Context: an optimization exercise on an open-source flow, tuned for a short achievable clock period and few clock cycles. The choices shown serve that exercise and are no tape-out recipe.
Function was checked by simulation only, so behaviour that the tests miss may differ from the original.
No activity file was given, so power comes from the tool's default toggle rates.

==> design/flow/design.v <==
`timescale 1ns / 1ps
module main_control(
    input [5:0] opcode,
    output RegDst,
    output ALUSrc,
    output MemtoReg,
    output RegWrite,
    output MemRead,
    output MemWrite,
    output Branch,
    output [2:0] ALUOp,
    output JumpSrc
    );
    assign RegDst = (opcode == 6'b100000) ? 1'b1 :  
                    (opcode == 6'b100010) ? 1'b1 :  
                    (opcode == 6'b100100) ? 1'b1 :  
                    (opcode == 6'b100101) ? 1'b1 :  
                    (opcode == 6'b101010) ? 1'b1 :  
                    (opcode == 6'b100011) ? 1'b0 :  
                    (opcode == 6'b101011) ? 1'b0 :  
                    (opcode == 6'b000100) ? 1'b0 :  
                    (opcode == 6'b000010) ? 1'b0 :  
                    (opcode == 6'b001000) ? 1'b0 :  
                    (opcode == 6'b001100) ? 1'b0 :  
                    (opcode == 6'b000000) ? 1'b0 :  
                    1'b0;  
    assign ALUSrc = (opcode == 6'b100000) ? 1'b0 :  
                    (opcode == 6'b100010) ? 1'b0 :  
                    (opcode == 6'b100100) ? 1'b0 :  
                    (opcode == 6'b100101) ? 1'b0 :  
                    (opcode == 6'b101010) ? 1'b0 :  
                    (opcode == 6'b100011) ? 1'b1 :  
                    (opcode == 6'b101011) ? 1'b1 :  
                    (opcode == 6'b000100) ? 1'b0 :  
                    (opcode == 6'b000010) ? 1'b0 :  
                    (opcode == 6'b001000) ? 1'b1 :  
                    (opcode == 6'b001100) ? 1'b1 :  
                    (opcode == 6'b000000) ? 1'b0 :  
                    1'b1;  
    assign MemtoReg = (opcode == 6'b100000) ? 1'b0 :  
                    (opcode == 6'b100010) ? 1'b0 :  
                    (opcode == 6'b100100) ? 1'b0 :  
                    (opcode == 6'b100101) ? 1'b0 :  
                    (opcode == 6'b101010) ? 1'b0 :  
                    (opcode == 6'b100011) ? 1'b1 :  
                    (opcode == 6'b101011) ? 1'b0 :  
                    (opcode == 6'b000100) ? 1'b0 :  
                    (opcode == 6'b000010) ? 1'b0 :  
                    (opcode == 6'b001000) ? 1'b0 :  
                    (opcode == 6'b001100) ? 1'b0 :  
                    (opcode == 6'b000000) ? 1'b0 :  
                    1'b0;  
    assign RegWrite = (opcode == 6'b100000) ? 1'b1 :  
                    (opcode == 6'b100010) ? 1'b1 :  
                    (opcode == 6'b100100) ? 1'b1 :  
                    (opcode == 6'b100101) ? 1'b1 :  
                    (opcode == 6'b101010) ? 1'b1 :  
                    (opcode == 6'b100011) ? 1'b1 :  
                    (opcode == 6'b101011) ? 1'b0 :  
                    (opcode == 6'b000100) ? 1'b0 :  
                    (opcode == 6'b000010) ? 1'b0 :  
                    (opcode == 6'b001000) ? 1'b1 :  
                    (opcode == 6'b001100) ? 1'b1 :  
                    (opcode == 6'b000000) ? 1'b1 :  
                    1'b1;  
    assign MemRead = (opcode == 6'b100000) ? 1'b0 :  
                    (opcode == 6'b100010) ? 1'b0 :  
                    (opcode == 6'b100100) ? 1'b0 :  
                    (opcode == 6'b100101) ? 1'b0:  
                    (opcode == 6'b101010) ? 1'b0 :  
                    (opcode == 6'b100011) ? 1'b1 :  
                    (opcode == 6'b101011) ? 1'b0 :  
                    (opcode == 6'b000100) ? 1'b0 :  
                    (opcode == 6'b000010) ? 1'b0 :  
                    (opcode == 6'b001000) ? 1'b0 :  
                    (opcode == 6'b001100) ? 1'b0 :  
                    (opcode == 6'b000000) ? 1'b0 :  
                    1'b0;  
    assign MemWrite = (opcode == 6'b100000) ? 1'b0 :  
                    (opcode == 6'b100010) ? 1'b0 :  
                    (opcode == 6'b100100) ? 1'b0 :  
                    (opcode == 6'b100101) ? 1'b0 :  
                    (opcode == 6'b101010) ? 1'b0 :  
                    (opcode == 6'b100011) ? 1'b0 :  
                    (opcode == 6'b101011) ? 1'b1 :  
                    (opcode == 6'b000100) ? 1'b0 :  
                    (opcode == 6'b000010) ? 1'b0 :  
                    (opcode == 6'b001000) ? 1'b0 :  
                    (opcode == 6'b001100) ? 1'b0 :  
                    (opcode == 6'b000000) ? 1'b0 :  
                    1'b0;  
    assign Branch = (opcode == 6'b100000) ? 1'b0 :  
                    (opcode == 6'b100010) ? 1'b0 :  
                    (opcode == 6'b100100) ? 1'b0 :  
                    (opcode == 6'b100101) ? 1'b0 :  
                    (opcode == 6'b101010) ? 1'b0 :  
                    (opcode == 6'b100011) ? 1'b0 :  
                    (opcode == 6'b101011) ? 1'b0 :  
                    (opcode == 6'b000100) ? 1'b1 :  
                    (opcode == 6'b000010) ? 1'b0 :  
                    (opcode == 6'b001000) ? 1'b0 :  
                    (opcode == 6'b001100) ? 1'b0 :  
                    (opcode == 6'b000000) ? 1'b0 :  
                    1'b0;  
    assign ALUOp = (opcode == 6'b100000) ? 3'b010 :  
                    (opcode == 6'b100010) ? 3'b010 :  
                    (opcode == 6'b100100) ? 3'b010 :  
                    (opcode == 6'b100101) ? 3'b010 :  
                    (opcode == 6'b101010) ? 3'b010 :  
                    (opcode == 6'b100011) ? 3'b000 :  
                    (opcode == 6'b101011) ? 3'b000 :  
                    (opcode == 6'b000100) ? 3'b001 :  
                    (opcode == 6'b000010) ? 3'b000 :  
                    (opcode == 6'b001000) ? 3'b100 :  
                    (opcode == 6'b001100) ? 3'b101 :  
                    (opcode == 6'b000000) ? 3'b110 :  
                    3'b111;  
    assign JumpSrc = (opcode == 6'b100000) ? 1'b0 :  
                    (opcode == 6'b100010) ? 1'b0 :  
                    (opcode == 6'b100100) ? 1'b0 :  
                    (opcode == 6'b100101) ? 1'b0 :  
                    (opcode == 6'b101010) ? 1'b0 :  
                    (opcode == 6'b100011) ? 1'b0 :  
                    (opcode == 6'b101011) ? 1'b0 :  
                    (opcode == 6'b000100) ? 1'b0 :  
                    (opcode == 6'b000010) ? 1'b1 :  
                    (opcode == 6'b001000) ? 1'b0 :  
                    (opcode == 6'b001100) ? 1'b0 :  
                    (opcode == 6'b000000) ? 1'b0 :  
                    1'b0;  
endmodule
module alu_control(
    input [2:0] ALUOp,
    input [5:0] f,
    output [2:0] op
    );
    assign op = (ALUOp == 3'b000) ? 3'b010 :
                (ALUOp == 3'b001) ? 3'b110 :
                ((ALUOp == 3'b010) | (ALUOp == 3'b011)) ? (
                    (f[3:0] == 4'b0000) ? 3'b010 :
                    (f[3:0] == 4'b0010) ? 3'b110 :
                    (f[3:0] == 4'b0100) ? 3'b000 :
                    (f[3:0] == 4'b0101) ? 3'b001 :
                    3'b111) :
                (ALUOp == 3'b100) ? 3'b010 :
                (ALUOp == 3'b101) ? 3'b000 : 
                (ALUOp == 3'b110) ? 3'b101 :
                3'b001; 
endmodule
module forwarding(
    input ex_mem_regwrite,
    input [4:0] ex_mem_rd,
    input [4:0] id_ex_rs,
    input [4:0] id_ex_rt,
    input mem_wb_regwrite,
    input [4:0] mem_wb_rd,
    output [1:0] fw_a,
    output [1:0] fw_b
);
    assign fw_a =   (ex_mem_regwrite & ~(ex_mem_rd == 5'd0) & (ex_mem_rd == id_ex_rs)) ? 2'b10 :
                    (mem_wb_regwrite & ~(mem_wb_rd == 5'd0) & (mem_wb_rd == id_ex_rs)) ? 2'b01 :
                    2'b00;
    assign fw_b =   (ex_mem_regwrite & ~(ex_mem_rd == 5'd0) & (ex_mem_rd == id_ex_rt)) ? 2'b10 :
                    (mem_wb_regwrite & ~(mem_wb_rd == 5'd0) & (mem_wb_rd == id_ex_rt)) ? 2'b01 :
                    2'b00;
endmodule
module hazard_detection(
    input id_ex_memread,
    input [4:0] id_ex_rt,
    input [4:0] if_id_rs,
    input [4:0] if_id_rt,
    output [2:0] stall
);
    assign stall = (id_ex_memread & ((id_ex_rt == if_id_rs) | (id_ex_rt == if_id_rt))) ? 3'b001 : 3'b110;
endmodule
`timescale 1ns / 1ps
module alu(
    input [31:0] a,
    input [31:0] b,
    input [2:0] c,
    output [31:0] o,
    output z
    );
    wire [31:0]w1;
    wire [31:0]w2;
    wire [31:0]w3;                
    wire [31:0]w4;
    wire [31:0]w5;
    wire [31:0]w6;
    wire z1,z2;
    wire of1,of2;
    and32 and1(a,b,w1);
    add32 add1(a,b,w2,of1);
    or32 or1(a,b,w3);
    sub32 sub1(a,b,w4,of2);
    sll32 sll1(a,b,w5);
    assign w6 = {31'd0, (a[31] != b[31]) ? a[31] : w4[31]};
    assign z1 = (o==32'd0)?1'b1:1'b0;
    assign z2 = (o>32'd0)?1'b0:1'b1;
    mux32_8 mux_32_8_alu(w1,w3,w2,32'h00000000, 32'h00000000, w5, w4,w6, {c[2],c[1],c[0]},o);
    mux1_8 mux1_8_alu(z1,z1,z1,1'b0,1'b0,1'b0,z1,z2,c[2:0],z);
endmodule
module sll32(
    input [31:0] a,
    input [31:0] shamt,
    output [31:0] o
);
    assign o = a << shamt;
endmodule
module add32(
    input signed [31:0] a,
    input signed [31:0] b,
    output signed [31:0] o,
   output of
    );
    assign o = a+b;
    assign of = (a[31] == b[31]) & (a[31] != o[31]);
endmodule
module sub32(
    input signed [31:0] a,
    input signed [31:0] b,
    output signed [31:0] o,
   output of
    );
    assign o = a-b;
   assign of = (a[31] != b[31]) & (a[31] != o[31]);
endmodule
module and32(
    input [31:0] a,
    input [31:0] b,
    output [31:0] o
    );
    assign o = a&b;
endmodule
module or32(
    input [31:0] a,
    input [31:0] b,
    output [31:0] o
    );
    assign o = a|b;
endmodule
module sign_extend(
    input [15:0] data,
    output [31:0] exdata
    );
    wire signed [31:0] w1;
    assign w1[31:16] = data;
    assign w1[15:0] = 16'd0;
    assign exdata = w1>>>16;
endmodule 
module mux5_2(input [4:0]in0,input [4:0]in1,input sel,output [4:0]out);
    assign out = sel ? in1 : in0;
endmodule
module mux32_2(input [31:0]in0,input [31:0]in1, input sel, output [31:0] out);
    assign out = sel ? in1 : in0;
endmodule
module mux32_4(input [31:0]in0, input [31:0]in1, input [31:0]in2, input [31:0]in3, input [1:0]sel, output [31:0] out);
    assign out = sel[1] ? (sel[0] ? in3 : in2) : (sel[0]? in1 : in0);
endmodule
module mux32_8(input [31:0]in0, input [31:0]in1, input [31:0]in2, input [31:0]in3, input [31:0]in4, input [31:0]in5, input [31:0]in6, input [31:0]in7,  input [2:0]sel, output [31:0] out);
    assign out = sel[2] ? (sel[1] ? (sel[0] ? in7 : in6) : (sel[0]? in5 : in4)) : (sel[1] ? (sel[0] ? in3 : in2) : (sel[0]? in1 : in0));
endmodule
module mux1_8(input in0, input in1, input in2, input in3, input in4, input in5, input in6, input in7,  input [2:0]sel, output out);
    assign out = sel[2] ? (sel[1] ? (sel[0] ? in7 : in6) : (sel[0]? in5 : in4)) : (sel[1] ? (sel[0] ? in3 : in2) : (sel[0]? in1 : in0));
endmodule
`timescale 1ns / 1ps
module reg_mem(
    input clk,
    input RegWrite,
    input [4:0] ReadReg1,
    input [4:0] ReadReg2,
    input [4:0] WriteReg,
    input [31:0] WriteData,
    output [31:0] ReadData1,
    output [31:0] ReadData2
    );
    reg [31:0] mem[31:0];
    wire bypass1, bypass2;
    assign bypass1 = RegWrite & (WriteReg == ReadReg1);
    assign bypass2 = RegWrite & (WriteReg == ReadReg2);
    assign ReadData1 = (ReadReg1 == 5'd0) ? 32'd0 : bypass1 ? WriteData : mem[ReadReg1];
    assign ReadData2 = (ReadReg2 == 5'd0) ? 32'd0 : bypass2 ? WriteData : mem[ReadReg2];
    always @(posedge clk) begin
        if (RegWrite) begin
            mem[WriteReg] <= WriteData;
        end
    end
endmodule
module reg32_cond(
    input clk,
    input rst,
    input cond,
    input [31:0] datain,
    output [31:0] dataout
);
    reg [31:0] reg32_data;
    always @(posedge clk) begin
        if (rst) begin
            reg32_data <= 32'd0;
        end
        else if (cond) begin
            reg32_data <= datain;
        end
    end
    assign dataout = reg32_data;
endmodule
`timescale 1ns / 1ps
module pipelined_cpu(
    input clk,
    input rst,
    output [31:0] imem_addr,
    input [31:0] imem_rdata,
    output [31:0] dmem_addr,
    output [31:0] dmem_wdata,
    output dmem_we,
    input [31:0] dmem_rdata
    );
    localparam [31:0] NOP = 32'h08000000;
    wire RegDst;
    wire ALUSrc;
    wire Branch;
    wire JumpSrc;
    wire MemtoReg;
    wire RegWrite;
    wire MemRead;
    wire MemWrite;
    wire [2:0] ALUOp;
    wire [31:0] New_PC;
    wire [31:0] PC_out;
    wire [31:0] inst;
    wire [31:0] PC_plus4;
    wire PC_of;
    wire [31:0] ReadData1;
    wire [31:0] ReadData2;
    wire [31:0] sign_extend_out;
    wire [31:0] Branch_target;
    wire [31:0] sign_extend_ls2;
    wire Branch_target_of;
    wire [31:0] ALU_result;
    wire ALU_zero;
    wire [2:0] op;
    wire [4:0] write_register_addr;
    wire PCSrc;
    wire [31:0] mem_read_data;
    wire [31:0] write_reg_data;
    reg [63:0] IF_ID;
    reg [153:0] ID_EX;
    reg [106:0] EX_MEM;
    reg [70:0] MEM_WB;
    wire PC_write, IF_ID_write, clear_control;
    hazard_detection hzd(ID_EX[144], ID_EX[9:5], IF_ID[25:21], IF_ID[20:16], {PC_write, IF_ID_write, clear_control});
    wire [1:0] fw_a, fw_b;
    wire [31:0] ALU_in_1;
    wire [31:0] ALU_in_2;
    wire [31:0] fw_rt_data;
    wire kill;
    forwarding fw_logic(EX_MEM[105], EX_MEM[4:0], ID_EX[153:149], ID_EX[9:5], MEM_WB[70], MEM_WB[4:0], fw_a, fw_b);
    mux32_2 PC_mux(PC_plus4, EX_MEM[101:70],PCSrc, New_PC);
    reg32_cond PC(clk, rst, PC_write | PCSrc, New_PC, PC_out);
    assign imem_addr = PC_out;
    assign inst = imem_rdata;
    add32 PC_increment(PC_out, 32'd4, PC_plus4, PC_of);
    reg_mem reg_mem_1(clk, MEM_WB[70], IF_ID[25:21], IF_ID[20:16], MEM_WB[4:0], write_reg_data, ReadData1, ReadData2);
    sign_extend sign_extend_1(IF_ID[15:0], sign_extend_out);
    main_control mc1(IF_ID[31:26],RegDst, ALUSrc, MemtoReg, RegWrite, MemRead, MemWrite, Branch, ALUOp, JumpSrc);
    assign sign_extend_ls2 = ID_EX[41:10] << 2;
    add32 branch_target_calculator(ID_EX[137:106], sign_extend_ls2, Branch_target, Branch_target_of);
    mux32_4 FW_1_sel(ID_EX[105:74], write_reg_data, EX_MEM[68:37], 32'h00000000, fw_a, ALU_in_1);
    mux32_4 FW_2_sel(ID_EX[73:42], write_reg_data, EX_MEM[68:37], 32'h00000000, fw_b, fw_rt_data);
    mux32_2 ALUSrc_sel(fw_rt_data, ID_EX[41:10], ID_EX[147], ALU_in_2);
    alu_control alu_control_1(ID_EX[141:139], ID_EX[15:10], op);
    alu alu_1(ALU_in_1, ALU_in_2, op, ALU_result, ALU_zero);
    mux5_2 RegDst_sel(ID_EX[9:5], ID_EX[4:0], ID_EX[148], write_register_addr);
    assign PCSrc = EX_MEM[69] & EX_MEM[102];
    assign kill = rst | PCSrc;
    assign dmem_addr = EX_MEM[68:37];
    assign dmem_wdata = EX_MEM[36:5];
    assign dmem_we = EX_MEM[103];
    assign mem_read_data = dmem_rdata;
    mux32_2 MemtoReg_sel(MEM_WB[36:5], MEM_WB[68:37], MEM_WB[69], write_reg_data);
    always @(posedge clk) begin
        if (kill) begin
            IF_ID <= {PC_plus4, NOP};
        end
        else if (IF_ID_write) begin
            IF_ID <= {PC_plus4, inst};
        end
        if (kill | clear_control) begin
            ID_EX <= {IF_ID[25:21], 11'd0, IF_ID[63:32], ReadData1, ReadData2, sign_extend_out, IF_ID[20:11]};
        end
        else begin
            ID_EX <= {IF_ID[25:21], RegDst, ALUSrc, MemtoReg, RegWrite, MemRead, MemWrite, Branch, ALUOp, JumpSrc, IF_ID[63:32], ReadData1, ReadData2, sign_extend_out, IF_ID[20:11]};
        end
        if (kill) begin
            EX_MEM <= {5'd0, Branch_target, ALU_zero, ALU_result, fw_rt_data, write_register_addr};
        end
        else begin
            EX_MEM <= {ID_EX[146], ID_EX[145], ID_EX[144], ID_EX[143], ID_EX[142], Branch_target, ALU_zero, ALU_result, fw_rt_data, write_register_addr};
        end
        if (rst) begin
            MEM_WB <= {2'b00, mem_read_data, EX_MEM[68:37], EX_MEM[4:0]};
        end
        else begin
            MEM_WB <= {EX_MEM[105], EX_MEM[106], mem_read_data, EX_MEM[68:37], EX_MEM[4:0]};
        end
    end
endmodule
==> design/flow/run.sh <==
#!/bin/bash
# synth_recipe.tcl (not shown) runs the flow's synth.tcl, then flattens the netlist and writes it again
# the make line also repeats each setting of config.mk as NAME=value (left out here)
make -C /OpenROAD-flow-scripts/flow DESIGN_CONFIG=/design/flow/config.mk WORK_HOME=/design/flow/orfs CLKGATE_MAP_FILE= SYNTH_SCRIPT=/design/flow/synth_recipe.tcl finish
==> design/flow/config.mk <==
export PLATFORM = sky130hd
export DESIGN_NAME = pipelined_cpu
export DESIGN_NICKNAME = pipelined_cpu
export VERILOG_FILES = /design/flow/design.v
export SDC_FILE = /design/flow/constraint.sdc
export NUM_CORES = 4
export LEC_CHECK = 0
export CAP_MARGIN = 20
export CORE_MARGIN = 2
export CORE_UTILIZATION = 40
export SLEW_MARGIN = 20
==> design/flow/constraint.sdc <==
create_clock -name core_clock -period 8.0 [get_ports {clk}]
set_input_delay 1.6000 -clock core_clock [delete_from_list [all_inputs] [get_ports {clk}]]
set_output_delay 1.6000 -clock core_clock [all_outputs]
set_load 0.01 [all_outputs]
==> summary.txt <==
## synthesized netlist by cell type (all sizes together), types with 39 or more instances
master  instances
edfxtp       1056
mux4          485
dfxtp         372
nor2          308
mux2i         266
clkbuf        249
a21oi         199
nand2         175
buf           165
o21ai         151
ha            125
a211oi        122
inv           118
nor3          116
mux2           97
xnor2          87
o22ai          67
a221oi         52
xor2           51
nand3          47
o31ai          47
nand2b         46
or3            41
nor4           39
o211ai         39
## metal layers
metal | routed length, µm | global-route usage, % | vias to the layer above
li1 | - | - | 19900
met1 | 94700 | 35.7 | 24400
met2 | 108000 | 40.4 | 2622
met3 | 22900 | 5.00 | 449
met4 | 8520 | 8.64 | 2
met5 | 13 | 0 | -
## logic make-up after synthesis
| group | count (synthesis) | share of synthesized area, % |
|---|---|---|
| XOR/XNOR | 138 | 1.73 |
| AO/OA/AOI/OAI | 941 | 9.40 |
| flip-flops | 1428 | 56.0 |
| AND/OR/NAND/NOR | 917 | 6.31 |
| buffers and inverters | 532 | 3.26 |
| multiplexers | 848 | 21.0 |
| adder cells (fa/ha/maj) | 129 | 2.35 |
## where the power goes
part / internal (µW) / leakage, µW / switching, µW
sequential: 9000 / 0.0128 / 409
clock: 3960 / 0.00243 / 3060
combinational: 1560 / 0.0115 / 3000
## metrics by stage
stage / power, µW / hold slack (ns) / cells / cell area, µm²
5_1_grt: 21700 / 0.342 / 7518 / 80000
2_1_floorplan: 12100 / 0.310 / 4933 / 70000
3_5_place_dp: 14000 / 0.312 / 7241 / 74900
6_report: 21000 / 0.326 / 7520 / 80000
3_3_place_gp: 14000 / 0.310 / 7241 / 74900
4_1_cts: 21000 / 0.326 / 7517 / 79900
## sequential cells by signal (all words and copies together), names as in the netlist
register / flops
reg_mem_1.mem: 1024
MEM_WB: 71
PC.reg32_data: 32
IF_ID: 64
EX_MEM: 106
ID_EX: 131
## repair_timing
item,CTS,global route
setup endpoints to repair,1,1
pin swaps,0,5
gates resized for setup,4,13
setup buffers,0,0
## cells in the final DEF (no fill, tap or decap), types with 41 or more instances in the layout
master           count
mux2i_1            265
nand3_1             45
buf_4              229
a21oi_1            199
o31ai_1             41
inv_1              113
xnor2_1             87
o21ai_0            144
clkdlybuf4s50_1    162
ha_1               125
clkbuf_16          156
a211oi_1           117
edfxtp_1          1056
a221oi_1            48
nand2b_1            46
nand2_1            171
dfxtp_1            361
mux4_2             485
o22ai_1             66
xor2_1              51
nor3_1             109
mux2_2              95
nor2_1             272
## path summary, 6_finish.rpt
path         startpoint         end  slack [ns]  depth (start not counted)
max           MEM_WB[2]  EX_MEM[69]        0.33                         32
min          ID_EX[107]  EX_MEM[71]        0.33                          0
max reg2reg   MEM_WB[2]  EX_MEM[69]        0.33                         32
min reg2reg  ID_EX[107]  EX_MEM[71]        0.33                          0
## critical path, delay by kind of cell (launching register included)
kind / cells / cell delay [ns]
simple gates: 12 / 3.14
compound gates: 14 / 2.70
fa+ha+maj: 2 / 0.82
buf+inv: 3 / 0.56
flops: 1 / 0.31
mux: 1 / 0.07
## area by class of cell
type,count,area [µm²],area share [%]
tap,2325,2910,3.64
clock inverter,77,768,0.961
antenna,2,5.00,0.00626
multi-input combinational,2973,29000,36.2
inverter,118,445,0.557
timing repair buffer,398,3490,4.36
sequential,1428,39200,49.0
clock buffer,199,4190,5.23
==> impl_metrics.toml <==
[job]
maxCapViolCount = 0

[floorplan]
floorplan.initialDensity_pct = 40.3
fp.coreArea_um2 = 174000
row_count = 153
pin_count = 163
fp.dieW_um = 422
floorplan.die.height_um = 422
design.die.area_um2 = 178000

[synth]
yosys.area.top_type_share_pct = 45.3
syn_area_um2 = 70000
synth_area_leader_cell = "edfxtp_1"
synth_cell_type_count = 87
asyncSetResetFlopFracSynth_pct = 0
yosys_warnings = 3
synth_area_per_cell_um2 = 14.2
synth_area_leaders = "edfxtp_1 (45%), mux4_2 (16%), dfxtp_1 (11%), mux2i_1 (3.8%), ha_1 (2.2%)"
synth_seq_cells = 1428
netlist_instances = 4933
count_of_flip_flops_with_a_built_in_enable_after_synthesis = 1056
postSynthNetCount = 5128
seq_area_frac_synth_pct = 56.0
ys_dominant_reg_cell = "edfxtp_1"

[global_routing]
grt_max_degree = 96
grt.total_usage_pct = 25.7
grt-ovfl-total = 0
grt_pass1_wl_um = 333000
grt_antenna_before_repair = 7
first_global_vias = 46000

[finish]
areaGrowthSynthToFinish_pct = 14.3
num-fill-cells = 15300
layout.core_utilization_pct = 46.0
nNetsFinal = 5266
drive_above_1_share_pct = 22.5

[clock_tree]
cts_root_buffer = "clkbuf_16"
clk-insertion-delay-late_ns = 0.79
tritoncts_clock_tree = "yes"
cts.hold.buffers_added = 0
clkSlewWorstSetupHoldPaths_ns = 0.06
cts_htree_levels = 4
clock_sink_count = 1428
cts_buffers = 152
ctsLongestPathBuffers = 3

[drt]
post_drt_wl_per_cell_um = 31.1
vias = 47400
post-route-drc-count = 0
drt-initial-drc-count = 6352
postRouteAntennaNets = 0
route.final.wire_length_um = 234000
routed_via_density = 6.30
drt_pass1_iterations = 6

[sta]
fin_setup_tns_ns = 0
worst_clock_skew_ns = 0.0405
timing.final.max_slew_violations = 0
fin_ws_ns = 0.332
final_period_minus_worst_setup_slack_ns = 7.67
slew_headroom_pct = 17.5
count_of_endpoints_failing_hold_in_the_final_timing_report = 0
final_min_period_over_clock_period_pct = 95.9
timing.final.setup_violations = 0
clock.fmax_mhz = 130
actual_slew_at_the_worst_max_slew_pin_ns = 1.23

[critical_path]
critPathKind = "register to register"
crit_slowest_cell = "or4_4"
startpoint_type = "register"
cp_common_cell = "buf_4"
cp_max_fo = 5
end_kind = "register"
critical_path_arrival_ns = 8.38
critical_path.max_stage_delay_ns = 0.58
worstPathRequired_ns = 8.71

[placement]
setup_slack_placement_ns = -0.379
buffer_ports.inserted = 162
finalWeightedCongestion = 0.962
detailedPlacementHpwl_um = 146000

[pwr]
power_per_cell_area_nw_per_um2 = 263
total_leakage_power_uw = 0.0267
ir_worst_vdd_mv = 0.177

[worst_hold_path]
min_path_type = "register to register"

[run_status]
run_status = "finished clean"
Testbench counts, summed over its fixed seeds: cycles 50,440.

-- what the ideal ports hide --
The results above use ideal ports. As a check the final layout listed here was re-extracted and re-timed, cells and wires unchanged.
Step 1, drivers: a clkbuf_16 drives clk and a buf_2 each remaining input, both assumed.
Step 2 moves the port delays by t, midway between the first and last clock arrival at a register: inputs arrive t later, outputs are due t later. That takes back most of the time a late clock gives input paths.
Slacks: ideal ports / drivers / drivers and shift; pairs: ideal ports / drivers.
t, ns: 0.853
setup WS [ns]: 0.332 / 0.332 / 0.332
worst setup path at the end: register to register
worst register clock-pin slew, ns: 0.07 / 0.07
worst data-port slew with drivers (ns): 0.09
After both steps setup and hold are still met in this run. The setup slack of this run moves by 0.000 ns with the drivers and by 0.000 ns with both steps.
